This is an optimization exercise on Yosys and OpenROAD, whose aim is small area, not a production implementation.
Function was checked by simulation only, so behaviour that the tests miss may differ from the original.
Power is estimated from default activity; no workload was simulated.

== run A ==
==> flow/design.v (excerpt) <==
module ethernetController #(
	parameter INMEM_USER_BYTE_WIDTH = 1,
	parameter OUTMEM_USER_BYTE_WIDTH = 1,
	parameter INMEM_USER_ADDRESS_WIDTH = 6,
	parameter OUTMEM_USER_ADDRESS_WIDTH = 6,
	parameter INMEM_USER_REGISTER = 1,
	parameter MAC_ADDRESS = 48'hAAAAAAAAAAAA
)(
	input	wire clk,
	input	wire reset,
	input	wire	[7:0]	rx_ll_data_in,
	input	wire			rx_ll_sof_in,
	input	wire			rx_ll_eof_in,
	input	wire			rx_ll_src_rdy_in,
	output	reg				rx_ll_dst_rdy_out,
	output	wire	[7:0]	tx_ll_data_out,
	output	reg				tx_ll_sof_out,
	output	reg				tx_ll_eof_out,
	output	reg				tx_ll_src_rdy_out,
	input	wire			tx_ll_dst_rdy_in,
	output	reg		[6:0]	sysACE_MPADD,
	input	wire	[15:0]	sysACE_MPDATA_in,
	output	wire	[15:0]	sysACE_MPDATA_out,
	output	wire			sysACE_MPDATA_t,
	output	wire			sysACE_MPCE,
	output	reg				sysACE_MPWE,
	output	reg				sysACE_MPOE,
	output	reg				userLogicReset,
	output	wire			userRunValue,
	input	wire			userRunClear,
	input	wire			register32CmdReq,
	output	wire			register32CmdAck,
	input	wire	[31:0]	register32WriteData,
	input	wire	[7:0]	register32Address,
	input	wire			register32WriteEn,
	output	reg				register32ReadDataValid,
	output	wire	[31:0]	register32ReadData,
	input	wire			inputMemoryReadReq,
	output	wire			inputMemoryReadAck,
	input	wire	[(INMEM_USER_ADDRESS_WIDTH - 1):0]		inputMemoryReadAdd,
	output	wire			inputMemoryReadDataValid,
	output	wire	[((INMEM_USER_BYTE_WIDTH * 8) - 1):0]	inputMemoryReadData,
	input	wire			outputMemoryWriteReq,
	output	wire			outputMemoryWriteAck,
	input	wire	[(OUTMEM_USER_ADDRESS_WIDTH - 1):0]		outputMemoryWriteAdd,
	input	wire	[((OUTMEM_USER_BYTE_WIDTH * 8) - 1):0]	outputMemoryWriteData,
	input	wire	[(OUTMEM_USER_BYTE_WIDTH - 1):0]		outputMemoryWriteByteMask
);
Size in the first run: about 8500 cells after synthesis, ~2100 flip-flops, ~180 I/O pins, roughly 0.090 mm² of cells after synthesis.
clock: 8.0 ns
lec_check: 0
cap_margin: 20
cell_pad_in_sites_detail_placement: 1
cell_pad_in_sites_global_placement: 2
core_margin: 2
core_utilization: 40
cts_buf_list: sky130_fd_sc_hd__clkbuf_8
cts_cluster_diameter: 70
cts_cluster_size: 16
slew_margin: 20
synth_hierarchical: 1
standard.sh (not shown) runs the stock make flow with config.mk's settings and CLKGATE_MAP_FILE= SYNTH_SCRIPT=/design/flow/synth_recipe.tcl, a recipe that flattens the netlist after the stock synthesis.
==> flow/flow/run.sh <==
#!/bin/bash
# Layout flow: the standard flow (standard synthesis unchanged), with
#  - the port buffers made of sky130_fd_sc_hd__buf_1 instead of clkdlybuf4s50_1,
#  - a clock tree of clkbuf_8 leaf clusters of up to 16 sinks within 70 um, without dummy loads.
# All tool output goes to logs in this folder (standard.log and ORFS's own logs).
export BUFFER_PORTS_ARGS="-buffer_cell sky130_fd_sc_hd__buf_1"
export CTS_ARGS="-sink_clustering_enable -repair_clock_nets -sink_clustering_size 16 -sink_clustering_max_diameter 70 -buf_list sky130_fd_sc_hd__clkbuf_8 -dont_use_dummy_load"
bash standard.sh > standard.log 2>&1
The inputs of run B differ from those of run A as listed below.
- changing CTS_CLUSTER_DIAMETER from 70 to 50
- changing CTS_CLUSTER_SIZE from 16 to 12
-- flow/flow/run.sh --
<<< run A, line 4
#  - a clock tree of clkbuf_8 leaf clusters of up to 16 sinks within 70 um, without dummy loads.
>>> run B, line 4
#  - a clock tree of clkbuf_8 leaf clusters of up to 12 sinks, without dummy loads.
<<< run A, line 7
export CTS_ARGS="-sink_clustering_enable -repair_clock_nets -sink_clustering_size 16 -sink_clustering_max_diameter 70 -buf_list sky130_fd_sc_hd__clkbuf_8 -dont_use_dummy_load"
>>> run B, line 7
export CTS_ARGS="-sink_clustering_enable -repair_clock_nets -sink_clustering_size 12 -sink_clustering_max_diameter 50 -buf_list sky130_fd_sc_hd__clkbuf_8 -dont_use_dummy_load"
## What came out
Per the final summary, run B finished and its layout is clean on timing, DRC and antenna.
Compared with run A, cell area in run B increased slightly.
Taking run A as the reference point, the global-route wire length before repair of run B rises by 0.57%.
From run A to run B the numbers moved as follows: antenna diode count fell by 3, total track usage rose by 0.20 points, pin slew with the least headroom to its limit rose by 4.4 ps.
Diff run A -> run B: clock share of power went up by 5.2 points; required time at the worst-slack endpoint was more or less identical; final design utilization went up by 0.71 points.
Run B contains more vias than run A.
Inputs modified between run B and run C:
- CTS_CLUSTER_DIAMETER now 80, was 50
-- flow/flow/run.sh --
<<< run B, line 4
#  - a clock tree of clkbuf_8 leaf clusters of up to 12 sinks, without dummy loads.
>>> run C, line 4
#  - a clock tree of clkbuf_8 leaf clusters of up to 12 sinks within 80 um, without dummy loads.
<<< run B, line 7
export CTS_ARGS="-sink_clustering_enable -repair_clock_nets -sink_clustering_size 12 -sink_clustering_max_diameter 50 -buf_list sky130_fd_sc_hd__clkbuf_8 -dont_use_dummy_load"
>>> run C, line 7
export CTS_ARGS="-sink_clustering_enable -repair_clock_nets -sink_clustering_size 12 -sink_clustering_max_diameter 80 -buf_list sky130_fd_sc_hd__clkbuf_8 -dont_use_dummy_load"
### Flow results
- On wire length of the first global-routing pass, run B loses to run C.
- Between run C and run B, it is run C whose combinational cell fraction of total power is higher, by 0.9 points.
- Diff run B -> run C: global routing usage summed across all routing layers closely matched the old numbers, setup slack went up, remaining max-slew budget at the tightest pin increased 0.37 points.
- Summary of run C over run B: count of inserted antenna diode cells shows an increase of 4, DRC violation count after routing flat, total routed wirelength lower.

==> what the ideal ports hide <==
The flow's constraints put no driver on any port. The routed layouts listed below were extracted and timed again, unchanged, in two steps. Step 1, drivers: a clkbuf_16 drives clk and a buf_2 each remaining input, both assumed. Step 2 also shifts input and output timing later by t, the mid clock arrival at the registers, as if the neighbouring blocks saw the same clock. Three values: no drivers, after step 1, after step 2; two values: the first two.
run | t (ns) | setup slack, ns | hold WS [ns] | latest minus earliest clock arrival (ns)
run A | 1.040 | 1.599 / 1.496 / 2.176 | 0.343 / 0.343 / 0.343 | 0.141 / 0.141
run B | 1.107 | 1.593 / 1.504 / 2.170 | 0.336 / 0.336 / 0.336 | 0.124 / 0.123
run C | 1.071 | 1.639 / 1.549 / 2.109 | 0.337 / 0.337 / 0.337 | 0.115 / 0.115
After both steps setup and hold are still met in every run listed.
